What follows belongs to an exercise in optimizing a design on an open flow for small area; a production flow would make more cautious choices.
In this exercise RTL edits were held to simulation tests only and were not proved equivalent to the original.
Power figures rest on the tool's default switching activity, not on a simulated workload.

==> branch onyx <==
==> flow/design.v <==
`timescale 1ns / 1ps
module CCI_stage_top(
		input				clk,
		input				reset,
		input		[31:0]	dataIn,
		output	reg	[31:0]	outputVoltage,
		output	reg			outputValid
		);
	localparam DEPTH = 37;			 
	reg		[16:0]	u;
	reg				live;			 
	reg		[32*DEPTH-1:0]	sr;		 
	reg		[31:0]	hold0;			 
	reg				an;				 
	reg		[15:0]	ax;				 
	reg		[7:0]	y1;				 
	reg		[11:0]	z;				 
	reg		[11:0]	cr;				 
	reg		[11:0]	k1;				 
	wire	[31:0]	s0  = sr[0 +: 32];
	wire	[31:0]	s19 = sr[32*19 +: 32];
	wire	[31:0]	s36 = sr[32*36 +: 32];
	wire	[15:0]	d    = s0[31:16] - s0[15:0];
	wire			edge0 = (u[3:0] == 4'd15);	 
	wire			lineM = (u[16:4] == 13'd0);	 
	wire			cell0 = (u[3:0] == 4'd2);	 
	wire	[18:0]	p10 = {ax, 3'd0} + {2'd0, ax, 1'd0} + (an ? 19'd10 : 19'd0);
	wire	[7:0]	f10 = p10[18:11];
	wire	[7:0]	y1m = edge0 ? 8'd0 : y1;
	wire	[22:0]	pz  = {ax, 7'd0} + {6'd0, ax, 1'd0} + {7'd0, ax} + (an ? 23'd131 : 23'd0) + {y1m, 11'd0};
	wire	[11:0]	crn = (edge0 ? 12'd0 : {4'd0, f10}) + z;
	wire	[11:0]	term = cell0 ? k1 : cr;
	wire	[15:0]	upd  = s19[31:16] + {4'd0, term};
	always @(posedge clk) begin
		sr <= {sr[32*(DEPTH-1)-1 : 32*20], upd, s19[15:0], sr[32*19-1 : 0], dataIn};
		an <= d[15];
		ax <= d ^ {16{d[15]}};
		y1 <= f10;
		z  <= pz[22:11];
		cr <= lineM ? 12'd0 : crn;
		if (cell0) k1 <= cr;
		if (cell0) hold0 <= s36;
	end
	always @(posedge clk or posedge reset) begin
		if (reset) begin
			u             <= 17'h1FFF2;
			live          <= 1'b0;
			outputValid   <= 1'b0;
			outputVoltage <= 32'd0;
		end else begin
			u <= u + 17'd1;
			if (u[5] & ~u[4] & u[1]) live <= 1'b1;				 
			if (~u[5] & u[4] & u[1]) outputValid <= 1'b1;		 
			outputVoltage <= live ? (cell0 ? hold0 : s36) : 32'd0;
		end
	end
endmodule
==> flow/run.sh <==
#!/bin/bash
# synth_recipe.tcl (not shown) runs the flow's synth.tcl, then flattens the netlist and writes it again
# the make line also repeats each setting of config.mk as NAME=value (left out here)
make -C /OpenROAD-flow-scripts/flow DESIGN_CONFIG=/design/flow/config.mk WORK_HOME=/design/flow/orfs CLKGATE_MAP_FILE= SYNTH_SCRIPT=/design/flow/synth_recipe.tcl finish
==> flow/config.mk <==
export PLATFORM = sky130hd
export DESIGN_NAME = CCI_stage_top
export DESIGN_NICKNAME = CCI_stage_top
export VERILOG_FILES = /design/flow/design.v
export SDC_FILE = /design/flow/constraint.sdc
export NUM_CORES = 4
export LEC_CHECK = 0
export CAP_MARGIN = 20
export CORE_MARGIN = 2
export CORE_UTILIZATION = 80
export CTS_BUF_LIST = sky130_fd_sc_hd__clkbuf_16
export CTS_CLUSTER_DIAMETER = 45
export CTS_CLUSTER_SIZE = 30
export PLACE_DENSITY = 0.88
export SLEW_MARGIN = 20
==> flow/constraint.sdc <==
create_clock -name core_clock -period 5.0 [get_ports {clk}]
set_input_delay 1.0000 -clock core_clock [delete_from_list [all_inputs] [get_ports {clk}]]
set_output_delay 1.0000 -clock core_clock [all_outputs]
set_load 0.01 [all_outputs]
==> branch quartz (differences from branch onyx) <==
- CORE_UTILIZATION: 80 -> 40
- CTS_BUF_LIST: sky130_fd_sc_hd__clkbuf_16 -> not set
- CTS_CLUSTER_DIAMETER: 45 -> not set
- CTS_CLUSTER_SIZE: 30 -> not set
- PLACE_DENSITY: 0.88 -> not set
==> branch raven (differences from branch onyx) <==
==> flow/flow/run.sh (new file) <==
#!/bin/bash
# The standard layout (standard.sh), with two changes made through ORFS's own
# variables: the port buffers use the smallest buffer cell, and CTS balances
# the tree without dummy loads. Each tool's output goes to orfs/logs; make's
# own output goes to flow_make.log here.
set -euo pipefail
export BUFFER_PORTS_ARGS="-buffer_cell sky130_fd_sc_hd__buf_1"
export CTS_ARGS="-sink_clustering_enable -repair_clock_nets -dont_use_dummy_load -sink_clustering_size 22 -sink_clustering_max_diameter 40 -buf_list sky130_fd_sc_hd__clkbuf_8"
bash standard.sh > flow_make.log 2>&1
==> flow/standard.sh (new file) <==
#!/bin/bash
# synth_recipe.tcl (not shown) runs the flow's synth.tcl, then flattens the netlist and writes it again
# the make line also repeats each setting of config.mk as NAME=value (left out here)
make -C /OpenROAD-flow-scripts/flow DESIGN_CONFIG=/design/flow/config.mk WORK_HOME=/design/flow/orfs CLKGATE_MAP_FILE= SYNTH_SCRIPT=/design/flow/synth_recipe.tcl "${@:-finish}"
- CORE_UTILIZATION: 80 -> 70
- CTS_BUF_LIST: sky130_fd_sc_hd__clkbuf_16 -> not set
- CTS_CLUSTER_DIAMETER: 45 -> not set
- CTS_CLUSTER_SIZE: 30 -> not set
- PLACE_DENSITY: 0.88 -> 0.8
removed: flow/run.sh
==> summary.md <==
| Metric | Value |
|---|---|
| Status | `complete, but fails checks` |
| Violated checks | `negative setup slack` |
| Area Growth Syn to Fin | `12.1%` |
| Highest metal layer with signal wires | `met5` |
| DRT Pass-1 Iters | `6` |
| Clk slew on worst S/H paths | `110 ps` |
| Setup slack after layout | `-10.8 ps` |
| Wl on met1 | `25900 um` |
| Bufs w/o clock | `68` |
| Sequential cell area | `0.0273 mm2` |
| Combinational power share | `26.6%` |
| Final Setup Violations | `1` |
# the run above: branch onyx

==> summary.md <==
| Metric | Value |
|---|---|
| Largest family of logic cells by synthesized area | `adder cells` |
| Setup slack after layout | `711 ps` |
| Combinational power share | `19.2%` |
| Final Setup Violations | `0` |
| Area Growth Syn to Fin | `18.2%` |
| Bufs w/o clock | `68` |
| Highest metal layer with signal wires | `met4` |
| CP Launch Point | `an` |
| Wl on met1 | `16500 um` |
| Vias per cell | `3.98` |
| Sequential cell area | `0.0273 mm2` |
| Status | `timing/DRC/antenna clean` |
| IO Pins | `67` |
# the run above: branch quartz

==> summary.md <==
| Metric | Value |
|---|---|
| Status | `timing/DRC/antenna clean` |
| DRT Pass-1 Iters | `7` |
| Highest metal layer with signal wires | `met4` |
| Sequential cell area | `0.0273 mm2` |
| Setup slack after layout | `842 ps` |
| Wl on met1 | `17000 um` |
| Bufs w/o clock | `71` |
| Clk slew on worst S/H paths | `110 ps` |
| Final Setup Violations | `0` |
# the run above: branch raven

-- re-timing with driven ports --
The flow's constraints put no driver on any port. The routed layouts listed below were extracted and timed again, unchanged, in two steps.
Step 1: set_driving_cell puts a clkbuf_16 on clk and a buf_2 on each other input, an assumption about the parent block.
Step 2 also shifts input and output timing later by t, the mid clock arrival at the registers, as if the neighbouring blocks saw the same clock.
a / b / c = ideal / step 1 / step 2; a / b = the first two.
run	t (ns)	setup WS [ns]	hold WS [ns]	worst setup path at the end
branch onyx	0.695	-0.011 / -0.011 / -0.011	0.319 / 0.319 / 0.319	register to register
branch quartz	0.700	0.711 / 0.711 / 0.711	0.299 / 0.299 / 0.299	register to register
branch raven	0.713	0.842 / 0.842 / 0.842	0.271 / 0.271 / 0.271	register to register
